This is an optimization exercise on Yosys and OpenROAD, whose aim is small area and a short achievable clock period, not a production implementation. At most, simulation tests tie the RTL to the original design; equivalence was not proved. Power is estimated from default activity; no workload was simulated.

==> inputs of onyx <==
==> flow/design.v <==
module mul_radix2 #(
    parameter int BIT_WIDTH = 32
) (
    input  logic        clk,
    input  logic        rst,
    input  logic        start,
    input  logic [3:0]  data_in,
    output logic [3:0]  data_out,
    output logic        data_out_valid,
    output logic        result_complete,
    output logic        ready
);
    logic [4:0]  cnt;
    logic [31:0] a_reg;
    logic [27:0] s_reg, c_reg;
    logic        cin;
    wire idle = (cnt == 5'd0);
    wire step = cnt[4] | (cnt[3] & (cnt[2:0] != 3'd0));    
    wire a_en = ~cnt[4] & ~cnt[3];                         
    always_ff @(posedge clk) begin
        if (rst)
            cnt <= 5'd0;
        else if (idle)
            cnt <= {4'd0, start};
        else if (cnt[4])
            cnt <= 5'd0;
        else
            cnt <= cnt + 5'd1;
    end
    logic        d3;                  
    logic        one0, two0, neg0, one1, two1, neg1;
    logic [3:0]  lr0;                 
    logic [1:0]  lr1;                 
    wire stepn = ~cnt[4] & cnt[3];                         
    wire xm1   = d3 & (cnt[2:0] != 3'd0);                  
    wire [2:0] g0 = {data_in[1], data_in[0], xm1};
    wire [2:0] g1 = {data_in[3], data_in[2], data_in[1]};
    wire n_one0 = stepn & (g0[1] ^ g0[0]);
    wire n_two0 = stepn & ((g0[2] & ~g0[1] & ~g0[0]) | (~g0[2] & g0[1] & g0[0]));
    wire n_neg0 = stepn & g0[2];
    wire n_one1 = stepn & (g1[1] ^ g1[0]);
    wire n_two1 = stepn & ((g1[2] & ~g1[1] & ~g1[0]) | (~g1[2] & g1[1] & g1[0]));
    wire n_neg1 = stepn & g1[2];
    wire [32:0] a_ext = {a_reg, 1'b0};
    logic [3:0] n_lr0;
    logic [1:0] n_lr1;
    always_comb begin
        for (int i = 0; i < 4; i++)
            n_lr0[i] = ((n_one0 & a_ext[i+1]) | (n_two0 & a_ext[i])) ^ n_neg0;
        for (int i = 2; i < 4; i++)
            n_lr1[i-2] = ((n_one1 & a_ext[i-1]) | (n_two1 & a_ext[i-2])) ^ n_neg1;
    end
    always_ff @(posedge clk) begin
        if (a_en)
            a_reg <= {data_in, a_reg[31:4]};
        d3   <= data_in[3];
        one0 <= n_one0; two0 <= n_two0; neg0 <= n_neg0;
        one1 <= n_one1; two1 <= n_two1; neg1 <= n_neg1;
        lr0  <= n_lr0;
        lr1  <= n_lr1;
    end
    logic [31:0] r0, r1;
    always_comb begin
        r0[3:0] = lr0;
        for (int i = 4; i < 32; i++)
            r0[i] = ((one0 & a_ext[i+1]) | (two0 & a_ext[i])) ^ neg0;
        r1[0] = neg1;
        r1[1] = neg1;
        r1[3:2] = lr1;
        for (int i = 4; i < 32; i++)
            r1[i] = ((one1 & a_ext[i-1]) | (two1 & a_ext[i-2])) ^ neg1;
    end
    wire [31:0] s_in = {4'd0, s_reg};
    wire [31:0] c_in = {4'd0, c_reg};
    wire [31:0] x  = s_in ^ c_in ^ r0;
    wire [31:0] yc = (s_in & c_in) | (s_in & r0) | (c_in & r0);
    wire [31:0] y  = {yc[30:0], neg0};
    wire [31:0] s1 = x ^ y ^ r1;
    wire [31:0] cc = (x & y) | (x & r1) | (y & r1);
    wire [31:0] c1 = {cc[30:0], neg1};
    wire [4:0] nib = {1'b0, s1[3:0]} + {1'b0, c1[3:0]} + {4'd0, cin};
    always_ff @(posedge clk) begin
        s_reg    <= s1[31:4];
        c_reg    <= c1[31:4];
        cin      <= nib[4];
        data_out <= nib[3:0];
    end
    always_ff @(posedge clk) begin
        if (rst) begin
            ready           <= 1'b1;
            data_out_valid  <= 1'b0;
            result_complete <= 1'b0;
        end else begin
            ready           <= idle;
            data_out_valid  <= step;
            result_complete <= cnt[4];
        end
    end
endmodule
==> flow/flow/run.sh <==
#!/bin/bash
set -euo pipefail
export BUFFER_PORTS_ARGS="-buffer_cell sky130_fd_sc_hd__buf_2"
bash standard.sh > flow_standard.log 2>&1
==> flow/standard.sh <==
#!/bin/bash
# synth_recipe.tcl (not shown) runs the flow's synth.tcl, then flattens the netlist and writes it again
# the make line also repeats each setting of config.mk as NAME=value (left out here)
make -C /OpenROAD-flow-scripts/flow DESIGN_CONFIG=/design/flow/config.mk WORK_HOME=/design/flow/orfs CLKGATE_MAP_FILE= SYNTH_SCRIPT=/design/flow/synth_recipe.tcl "${@:-finish}"
==> flow/config.mk <==
export PLATFORM = sky130hd
export DESIGN_NAME = mul_radix2
export DESIGN_NICKNAME = mul_radix2
export VERILOG_FILES = /design/flow/design.v
export SDC_FILE = /design/flow/constraint.sdc
export NUM_CORES = 4
export LEC_CHECK = 0
export CAP_MARGIN = 20
export CORE_MARGIN = 2
export CORE_UTILIZATION = 60
export CTS_BUF_LIST = sky130_fd_sc_hd__clkbuf_8
export CTS_CLUSTER_DIAMETER = 100
export CTS_CLUSTER_SIZE = 40
export SLEW_MARGIN = 20
==> flow/constraint.sdc <==
create_clock -name core_clock -period 10.0 [get_ports {clk}]
set_input_delay 2.0000 -clock core_clock [delete_from_list [all_inputs] [get_ports {clk}]]
set_output_delay 2.0000 -clock core_clock [all_outputs]
set_load 0.01 [all_outputs]
==> pepper: changes against onyx <==
--- a/flow/design.v
+++ b/flow/design.v
@@ -13,4 +13,6 @@
     logic [4:0]  cnt;
     logic [31:0] a_reg;
+    logic [3:0]  b_reg;
+    logic        b_prev;
     logic [27:0] s_reg, c_reg;
     logic        cin;
@@ -28,46 +30,30 @@
             cnt <= cnt + 5'd1;
     end
-    logic        d3;                  
-    logic        one0, two0, neg0, one1, two1, neg1;
-    logic [3:0]  lr0;                 
-    logic [1:0]  lr1;                 
-    wire stepn = ~cnt[4] & cnt[3];                         
-    wire xm1   = d3 & (cnt[2:0] != 3'd0);                  
-    wire [2:0] g0 = {data_in[1], data_in[0], xm1};
-    wire [2:0] g1 = {data_in[3], data_in[2], data_in[1]};
-    wire n_one0 = stepn & (g0[1] ^ g0[0]);
-    wire n_two0 = stepn & ((g0[2] & ~g0[1] & ~g0[0]) | (~g0[2] & g0[1] & g0[0]));
-    wire n_neg0 = stepn & g0[2];
-    wire n_one1 = stepn & (g1[1] ^ g1[0]);
-    wire n_two1 = stepn & ((g1[2] & ~g1[1] & ~g1[0]) | (~g1[2] & g1[1] & g1[0]));
-    wire n_neg1 = stepn & g1[2];
-    wire [32:0] a_ext = {a_reg, 1'b0};
-    logic [3:0] n_lr0;
-    logic [1:0] n_lr1;
-    always_comb begin
-        for (int i = 0; i < 4; i++)
-            n_lr0[i] = ((n_one0 & a_ext[i+1]) | (n_two0 & a_ext[i])) ^ n_neg0;
-        for (int i = 2; i < 4; i++)
-            n_lr1[i-2] = ((n_one1 & a_ext[i-1]) | (n_two1 & a_ext[i-2])) ^ n_neg1;
-    end
     always_ff @(posedge clk) begin
         if (a_en)
             a_reg <= {data_in, a_reg[31:4]};
-        d3   <= data_in[3];
-        one0 <= n_one0; two0 <= n_two0; neg0 <= n_neg0;
-        one1 <= n_one1; two1 <= n_two1; neg1 <= n_neg1;
-        lr0  <= n_lr0;
-        lr1  <= n_lr1;
+        b_reg  <= data_in;
+        b_prev <= b_reg[3];
     end
+    wire xm1 = b_prev & (cnt != 5'd9);
+    wire [2:0] g0 = {b_reg[1], b_reg[0], xm1};
+    wire [2:0] g1 = {b_reg[3], b_reg[2], b_reg[1]};
+    wire one0 = step & (g0[1] ^ g0[0]);
+    wire two0 = step & ((g0[2] & ~g0[1] & ~g0[0]) | (~g0[2] & g0[1] & g0[0]));
+    wire neg0 = step & g0[2];
+    wire one1 = step & (g1[1] ^ g1[0]);
+    wire two1 = step & ((g1[2] & ~g1[1] & ~g1[0]) | (~g1[2] & g1[1] & g1[0]));
+    wire neg1 = step & g1[2];
+    wire [32:0] a_ext = {a_reg, 1'b0};
     logic [31:0] r0, r1;
     always_comb begin
-        r0[3:0] = lr0;
-        for (int i = 4; i < 32; i++)
+        for (int i = 0; i < 32; i++) begin
             r0[i] = ((one0 & a_ext[i+1]) | (two0 & a_ext[i])) ^ neg0;
+        end
         r1[0] = neg1;
         r1[1] = neg1;
-        r1[3:2] = lr1;
-        for (int i = 4; i < 32; i++)
+        for (int i = 2; i < 32; i++) begin
             r1[i] = ((one1 & a_ext[i-1]) | (two1 & a_ext[i-2])) ^ neg1;
+        end
     end
     wire [31:0] s_in = {4'd0, s_reg};
==> flow/run.sh (new file) <==
#!/bin/bash
# synth_recipe.tcl (not shown) runs the flow's synth.tcl, then flattens the netlist and writes it again
# the make line also repeats each setting of config.mk as NAME=value (left out here)
make -C /OpenROAD-flow-scripts/flow DESIGN_CONFIG=/design/flow/config.mk WORK_HOME=/design/flow/orfs CLKGATE_MAP_FILE= SYNTH_SCRIPT=/design/flow/synth_recipe.tcl finish
--- a/flow/config.mk
+++ b/flow/config.mk
@@ -8,7 +8,4 @@
 export CAP_MARGIN = 20
 export CORE_MARGIN = 2
-export CORE_UTILIZATION = 60
-export CTS_BUF_LIST = sky130_fd_sc_hd__clkbuf_8
-export CTS_CLUSTER_DIAMETER = 100
-export CTS_CLUSTER_SIZE = 40
+export CORE_UTILIZATION = 40
 export SLEW_MARGIN = 20
removed: flow/flow/run.sh
removed: flow/standard.sh
==> comparison table <==
metric	pepper	onyx
Result of the run	finished clean	finished clean
Post-placement worst setup slack	5.48 ns	6.89 ns
Met3 usage	2.12%	4.87%
Area taken by multi-input logic gates	2800 um^2	2710 um^2
Tap cells	176	111
Number of CTS-inserted buffers	9	17
Crit. End Element	register	output pin
Power drawn by the sequential cells	466 uW	495 uW
Post-layout worst setup margin	5.45 ns	7.15 ns
Die ar.	14600 um^2	10000 um^2
Skew final	0.00637 ns	0.0129 ns
FP Rows	42	35
Sequential cell area	2440 um^2	2610 um^2
Maximum number of pins on one net before global-route repair	33	34
Endpoint arrival time on the critical path	4.76 ns	0.85 ns
Required time of the critical path	10.21 ns	8.00 ns
Register-to-Register Setup Slack	5.45 ns	7.39 ns
For pepper, only the layout was checked, not whether the RTL still works.

==> re-timing with driven ports <==
How much do the figures lean on ideal ports? The routed layouts below were timed once more, with nothing changed but the port constraints. Step 1, drivers: a clkbuf_16 drives clk and a buf_2 each remaining input, both assumed. Step 2 adds t to the input delays and takes it off the output delays; t is the mean of the earliest and latest rising clock arrival at the registers after step 1. Input paths then give back, and output paths get back, about the clock's delay inside the block. Slacks: no drivers / after step 1 / after step 2; pairs: no drivers / after step 1.
run	t (ns)	setup slack, ns	hold WS [ns]	worst setup path at the end	cell pins on the clock port's net
onyx	0.440	7.153 / 7.121 / 6.878	0.462 / 0.462 / 0.462	input to register	1
pepper	0.380	5.454 / 5.454 / 5.454	0.464 / 0.464 / 0.464	register to register	1
After both steps setup and hold are still met in every run listed. For onyx, which loses most, drivers alone change the setup slack by -0.032 ns; drivers and shift together by -0.275 ns.
